Background: an optimization exercise with open tools, aiming at a short achievable clock period and few clock cycles. Do not read the settings as production practice. In this exercise RTL edits were held to simulation tests only and were not proved equivalent to the original. The clock port is modelled as an ideal driver, which makes a skipped or thinned clock tree look cheaper than it is; a real chip needs a root buffer or a tree. Power is estimated from default activity; no workload was simulated.

== birch ==
Design TopLevel, start of the top module:
module TopLevel(
  input        CLK,
  input        reset,
  input        start,
  output       halt,
  output [7:0] mem_addr,
  output       mem_re,
  output       mem_we,
  output [7:0] mem_wdata,
  input  [7:0] mem_rdata
);
Size: roughly 710 cells after synthesis, roughly 100 flip-flops, ~30 I/O pins, about 6700 µm² of cells after synthesis.
==> module TopLevel, before the edit <==
module TopLevel(
  input        CLK,
  input        reset,
  input        start,
  output       halt,
  output [7:0] mem_addr,
  output       mem_re,
  output       mem_we,
  output [7:0] mem_wdata,
  input  [7:0] mem_rdata
);
  localparam logic [2:0] K_RLO = 3'd0, K_RHI = 3'd1, K_WLO = 3'd2, K_WHI = 3'd3,
                         K_RPAT = 3'd4, K_RSTR = 3'd5, K_NONE = 3'd6, K_WP3 = 3'd7;
  function automatic logic [15:0] encode(input logic [10:0] d);
    logic p1, p2, p4, p8, p16;
    p8  = ^d[10:4];
    p4  = (^d[10:7]) ^ (^d[3:1]);
    p2  = d[10]^d[9]^d[6]^d[5]^d[3]^d[2]^d[0];
    p1  = d[10]^d[8]^d[6]^d[4]^d[3]^d[1]^d[0];
    p16 = ^d ^ p8 ^ p4 ^ p2 ^ p1;
    encode = {d[10:4], p8, d[3:1], p4, d[0], p2, p1, p16};
  endfunction
  function automatic logic [15:0] decode(input logic [15:0] c);
    logic [3:0]  s;
    logic        par, dbl;
    logic [15:0] e;
    logic [10:0] d;
    s = '0;
    for (int k = 1; k < 16; k++)
      if (c[k]) s = s ^ 4'(k);
    par = ^c;
    e = par ? (16'h1 << s) : 16'h0;
    e = c ^ e;
    d = {e[15:9], e[7:5], e[3]};
    dbl = !par && (s != 4'd0);
    if (dbl) begin
      if (s == 4'd11) d = d ^ 11'h030;
      if (s == 4'd13) d = d ^ 11'h090;
      if (s == 4'd14) d = d ^ 11'h0a0;
    end
    decode = {dbl, 4'b0, d};
  endfunction
  function automatic logic [3:0] in_hits(input logic [7:0] b, input logic [4:0] pt);
    logic [3:0] h;
    for (int o = 0; o < 4; o++)
      h[o] = (b[7-o -: 5] == pt);
    in_hits = h;
  endfunction
  function automatic logic [3:0] cross_hits(input logic [7:0] a, input logic [7:0] b, input logic [4:0] pt);
    logic [15:0] w;
    logic [3:0]  h;
    w = {a, b};
    for (int o = 0; o < 4; o++)
      h[o] = (w[11-o -: 5] == pt);
    cross_hits = h;
  endfunction
  function automatic logic [2:0] cnt4(input logic [3:0] h);
    cnt4 = {2'b0, h[0]} + {2'b0, h[1]} + {2'b0, h[2]} + {2'b0, h[3]};
  endfunction
  logic       halt_r;
  logic [1:0] prog_r;           
  logic       re_r, we_r;
  logic [7:0] addr_r, wdata_r;
  logic [2:0] kind_r;
  logic       last_r;           
  logic [5:0] a_step;
  logic [4:0] rp;
  logic [7:0] wp;
  wire        p3     = (prog_r == 2'd2);
  wire [1:0]  prog_n = (prog_r == 2'd0) ? 2'd1 : 2'd2;
  wire [5:0]  s  = a_step;
  wire        t_wr  = p3 ? (s >= 6'd34) : ((s >= 6'd58) || s[0]);
  wire        t_rd  = p3 ? (s <= 6'd32) : !((s >= 6'd58) || s[0]);
  wire        t_hi  = (s >= 6'd58) ? s[0] : !s[1];
  wire [2:0]  t_kind = p3 ? (t_rd ? K_RSTR : t_wr ? K_WP3 : K_NONE) : {1'b0, t_wr, t_hi};
  wire [7:0]  t_p3w  = (s == 6'd34) ? 8'd193 : (s == 6'd35) ? 8'd192 : 8'd194;
  wire [7:0]  t_rda  = {p3, prog_r[0], 1'b0, rp};
  wire [7:0]  t_addr = t_rd ? t_rda : (p3 ? t_p3w : wp);
  wire        t_lst  = p3 ? (s == 6'd36) : (s == 6'd59);
  logic [15:0] raw_r;           
  logic [7:0]  hi_r;            
  logic [4:0]  pat_r;           
  logic [7:0]  c1_r;            
  logic [5:0]  c2_r;            
  logic [6:0]  cx_r;            
  wire [15:0] code    = (prog_r == 2'd0) ? encode(raw_r[10:0]) : decode(raw_r);
  logic [2:0]  hcnt_r, xcnt_r;  
  wire        hit_on  = p3 && !halt_r && (a_step >= 6'd3) && (a_step <= 6'd34);
  wire        acc_on  = p3 && !halt_r && (a_step >= 6'd4) && (a_step <= 6'd35);
  wire        first   = (a_step == 6'd3);
  wire [3:0]  hit_cur = in_hits(raw_r[7:0], pat_r);
  wire [3:0]  hit_x   = first ? 4'b0 : cross_hits(raw_r[15:8], raw_r[7:0], pat_r);
  logic [7:0] wdata_n;
  always_comb begin
    case (t_kind)
      K_WLO:   wdata_n = code[7:0];
      K_WHI:   wdata_n = hi_r;
      K_WP3:   case (s[1:0])
                 2'd2:    wdata_n = {2'b0, (|hit_cur) ? c2_r + 6'd1 : c2_r};    
                 2'd3:    wdata_n = c1_r + {5'b0, hcnt_r};   
                 default: wdata_n = c1_r + {1'b0, cx_r};  
               endcase
      default: wdata_n = 8'h00;
    endcase
  end
  wire [1:0] ip = (halt_r || !last_r) ? prog_r : prog_n;    
  wire [7:0] ip_addr  = (ip == 2'd0) ? 8'd0 : (ip == 2'd1) ? 8'd64 : 8'd160;
  wire [7:0] ip_delta = (ip == 2'd2) ? 8'h20 : 8'h01;
  wire [2:0] ip_kind  = (ip == 2'd2) ? K_RPAT : K_RLO;
  wire       go1      = halt_r && start;
  always_ff @(posedge CLK) begin
    if (reset) begin
      halt_r  <= 1'b1;
      prog_r  <= 2'd0;
      last_r  <= 1'b0;
      re_r    <= 1'b1;
      we_r    <= 1'b0;
      addr_r  <= 8'd0;
      kind_r  <= K_RLO;
      a_step  <= 6'd2;
      rp      <= 5'd2;
      wp      <= 8'd30;
    end else if (halt_r || last_r) begin
      halt_r  <= halt_r ? !start : 1'b1;
      prog_r  <= ip;
      last_r  <= 1'b0;
      re_r    <= 1'b1;
      we_r    <= 1'b0;
      addr_r  <= ip_addr ^ (go1 ? ip_delta : 8'h00);
      kind_r  <= {ip_kind[2:1], go1};
      a_step  <= 6'd2;
      rp      <= (ip == 2'd2) ? 5'd1 : 5'd2;
      wp      <= (ip == 2'd0) ? 8'd30 : 8'd94;
    end else begin
      re_r    <= t_rd;
      we_r    <= t_wr;
      addr_r  <= t_addr;
      kind_r  <= t_kind;
      last_r  <= t_lst;
      a_step  <= a_step + 6'd1;
      if (t_rd) rp <= rp + 5'd1;
      if (t_wr) wp <= wp + 8'd1;
    end
  end
  always_ff @(posedge CLK) begin
    wdata_r <= wdata_n;
    if (t_kind == K_WLO) hi_r <= code[15:8];
    if (kind_r == K_RLO || kind_r == K_RSTR) raw_r[7:0] <= mem_rdata;
    if (kind_r == K_RHI) raw_r[15:8] <= mem_rdata;
    if (kind_r == K_RSTR) raw_r[15:8] <= raw_r[7:0];
    if (kind_r == K_RPAT) pat_r <= mem_rdata[4:0];
    hcnt_r <= cnt4(hit_cur);
    xcnt_r <= cnt4(hit_x);
    if (kind_r == K_RPAT) begin
      c1_r <= '0; c2_r <= '0; cx_r <= '0;
    end else begin
      if (acc_on) begin
        c1_r <= c1_r + {5'b0, hcnt_r};
        cx_r <= cx_r + {4'b0, xcnt_r};
      end
      if (hit_on && (|hit_cur)) c2_r <= c2_r + 6'd1;
    end
  end
  assign halt      = halt_r;
  assign mem_addr  = addr_r;
  assign mem_re    = re_r;
  assign mem_we    = we_r;
  assign mem_wdata = wdata_r;
endmodule
clock: 10.0 ns
lec_check: 0
abc_clock_period_in_ps: 2000
cap_margin: 40
core_margin: 2
core_utilization: 25
setup_slack_margin: 5
slew_margin: 40
synth_memory_max_bits: 16384
standard.sh (not shown) runs the stock make flow with config.mk's settings and CLKGATE_MAP_FILE= SYNTH_SCRIPT=/design/flow/synth_recipe.tcl, a recipe that flattens the netlist after the stock synthesis.
==> flow/flow/run.sh <==
#!/bin/bash
# Standard ORFS layout (the standard.sh) with three changes to how it is
# made; the clock period and I/O constraints are unchanged:
#  - timing repair aims at a 7.3 ns setup margin instead of stopping at the
#    10 ns constraint, and may resize cells across footprints;
#  - port buffers are sky130_fd_sc_hd__buf_4;
#  - at the end of the CTS step, flow/cts_tree.tcl replaces the clock tree
#    with a balanced one-level tree: the clock port feeds 4 clkbuf_16, each
#    driving a quarter of the flip-flops.
# make's output goes to make_finish.log; each ORFS step keeps its own log
# under orfs/logs.
set -euo pipefail
export MAN_CTS_NBUF=4 MAN_CTS_NLEAF=0
bash standard.sh \
  SETUP_SLACK_MARGIN=7.3 \
  MATCH_CELL_FOOTPRINT=0 \
  "BUFFER_PORTS_ARGS=-buffer_cell sky130_fd_sc_hd__buf_4" \
  POST_CTS_TCL=$PWD/flow/cts_tree.tcl \
  finish > make_finish.log 2>&1
Other scripts of this flow, unchanged in this note and not shown: flow/flow/cts_tree.tcl
Testbench counts of birch, summed over its fixed seeds: cycles 5,056.
### birch -> pine
diff --git a/flow/design.v b/flow/design.v
--- a/flow/design.v
+++ b/flow/design.v
@@ -61,36 +61,36 @@
   logic [1:0] prog_r;           
   logic       re_r, we_r;
   logic [7:0] addr_r, wdata_r;
   logic [2:0] kind_r;
   logic       last_r;           
   logic [5:0] a_step;
-  logic [4:0] rp;
-  logic [7:0] wp;
   wire        p3     = (prog_r == 2'd2);
   wire [1:0]  prog_n = (prog_r == 2'd0) ? 2'd1 : 2'd2;
   wire [5:0]  s  = a_step;
   wire        t_wr  = p3 ? (s >= 6'd34) : ((s >= 6'd58) || s[0]);
   wire        t_rd  = p3 ? (s <= 6'd32) : !((s >= 6'd58) || s[0]);
   wire        t_hi  = (s >= 6'd58) ? s[0] : !s[1];
   wire [2:0]  t_kind = p3 ? (t_rd ? K_RSTR : t_wr ? K_WP3 : K_NONE) : {1'b0, t_wr, t_hi};
   wire [7:0]  t_p3w  = (s == 6'd34) ? 8'd193 : (s == 6'd35) ? 8'd192 : 8'd194;
-  wire [7:0]  t_rda  = {p3, prog_r[0], 1'b0, rp};
-  wire [7:0]  t_addr = t_rd ? t_rda : (p3 ? t_p3w : wp);
+  wire [4:0]  t_rdo  = p3 ? s[4:0] - 5'd1 : s[5:1] + 5'd1;
+  wire [7:0]  t_rda  = {p3, prog_r[0], 1'b0, t_rdo};
+  wire [7:0]  t_wra  = ((prog_r == 2'd0) ? 8'd29 : 8'd93) + {3'b0, s[5:1]} + {7'b0, s == 6'd59};
+  wire [7:0]  t_addr = t_rd ? t_rda : (p3 ? t_p3w : t_wra);
   wire        t_lst  = p3 ? (s == 6'd36) : (s == 6'd59);
   logic [15:0] raw_r;           
   logic [7:0]  hi_r;            
   logic [4:0]  pat_r;           
   logic [7:0]  c1_r;            
   logic [5:0]  c2_r;            
   logic [6:0]  cx_r;            
   wire [15:0] code    = (prog_r == 2'd0) ? encode(raw_r[10:0]) : decode(raw_r);
   logic [2:0]  hcnt_r, xcnt_r;  
   wire        hit_on  = p3 && !halt_r && (a_step >= 6'd3) && (a_step <= 6'd34);
   wire        acc_on  = p3 && !halt_r && (a_step >= 6'd4) && (a_step <= 6'd35);
-  wire        first   = (a_step == 6'd3);
+  logic       first;            
   wire [3:0]  hit_cur = in_hits(raw_r[7:0], pat_r);
   wire [3:0]  hit_x   = first ? 4'b0 : cross_hits(raw_r[15:8], raw_r[7:0], pat_r);
   logic [7:0] wdata_n;
   always_comb begin
     case (t_kind)
       K_WLO:   wdata_n = code[7:0];
@@ -105,45 +105,41 @@
   end
   wire [1:0] ip = (halt_r || !last_r) ? prog_r : prog_n;    
   wire [7:0] ip_addr  = (ip == 2'd0) ? 8'd0 : (ip == 2'd1) ? 8'd64 : 8'd160;
   wire [7:0] ip_delta = (ip == 2'd2) ? 8'h20 : 8'h01;
   wire [2:0] ip_kind  = (ip == 2'd2) ? K_RPAT : K_RLO;
   wire       go1      = halt_r && start;
+  wire idle = halt_r || last_r;    
   always_ff @(posedge CLK) begin
     if (reset) begin
       halt_r  <= 1'b1;
       prog_r  <= 2'd0;
       last_r  <= 1'b0;
       re_r    <= 1'b1;
       we_r    <= 1'b0;
       addr_r  <= 8'd0;
       kind_r  <= K_RLO;
-      a_step  <= 6'd2;
-      rp      <= 5'd2;
-      wp      <= 8'd30;
-    end else if (halt_r || last_r) begin
+    end else if (idle) begin
       halt_r  <= halt_r ? !start : 1'b1;
       prog_r  <= ip;
       last_r  <= 1'b0;
       re_r    <= 1'b1;
       we_r    <= 1'b0;
       addr_r  <= ip_addr ^ (go1 ? ip_delta : 8'h00);
       kind_r  <= {ip_kind[2:1], go1};
-      a_step  <= 6'd2;
-      rp      <= (ip == 2'd2) ? 5'd1 : 5'd2;
-      wp      <= (ip == 2'd0) ? 8'd30 : 8'd94;
     end else begin
       re_r    <= t_rd;
       we_r    <= t_wr;
       addr_r  <= t_addr;
       kind_r  <= t_kind;
       last_r  <= t_lst;
-      a_step  <= a_step + 6'd1;
-      if (t_rd) rp <= rp + 5'd1;
-      if (t_wr) wp <= wp + 8'd1;
     end
+  end
+  always_ff @(posedge CLK) begin
+    a_step <= idle ? 6'd2 : a_step + 6'd1;
+    first  <= !idle && (a_step == 6'd2);
   end
   always_ff @(posedge CLK) begin
     wdata_r <= wdata_n;
     if (t_kind == K_WLO) hi_r <= code[15:8];
     if (kind_r == K_RLO || kind_r == K_RSTR) raw_r[7:0] <= mem_rdata;
     if (kind_r == K_RHI) raw_r[15:8] <= mem_rdata;
--- outcome ---
Worst setup slack (higher): pine. Against birch as the reference, pine delivers a lower detailed-route vias per instance. Most common library cell in the layout ignoring fill and taps = sky130_fd_sc_hd__nor2_1: birch; most common library cell in the layout ignoring fill and taps = sky130_fd_sc_hd__xnor2_1: pine. birch → pine: proportion of power drawn by combinational gates now larger, final period utilization comparable, synthesized cell count went down 11%, power after layout now sits higher, well tap count fell by 11. The post-placement cell count in pine is 0.913 times that in birch. pine against birch: sequential cell count went down about 12%, final hold violation count held.
Testbench counts of pine, summed over its fixed seeds: cycles 5,056.
In every run of this note, the design's own scripts or RTL, not TritonCTS, make the clock network.

-- afterwards: timing with drivers on the ports --
Ports are ideal in the flow. The routed layouts listed here were re-timed in OpenROAD.
Step 1, drivers: a clkbuf_16 drives CLK and a buf_2 each remaining input, both assumed.
Step 2 adds t to the input delays and takes it off the output delays; t is the mean of the earliest and latest rising clock arrival at the registers after step 1. Input paths then give back, and output paths get back, about the clock's delay inside the block.
Slacks: ideal / step 1 / step 2; pairs: ideal / step 1.
run | t, ns | setup WS [ns] | hold slack, ns | worst setup path at the end
birch | 0.254 | 7.317 / 7.233 / 7.218 | 0.479 / 0.479 / 0.479 | input to register
pine | 0.251 | 7.323 / 7.274 / 7.138 | 0.542 / 0.542 / 0.542 | input to register
After both steps every run listed still meets setup and hold. For pine, which loses most, drivers alone change the setup slack by -0.049 ns; drivers and shift together by -0.185 ns.
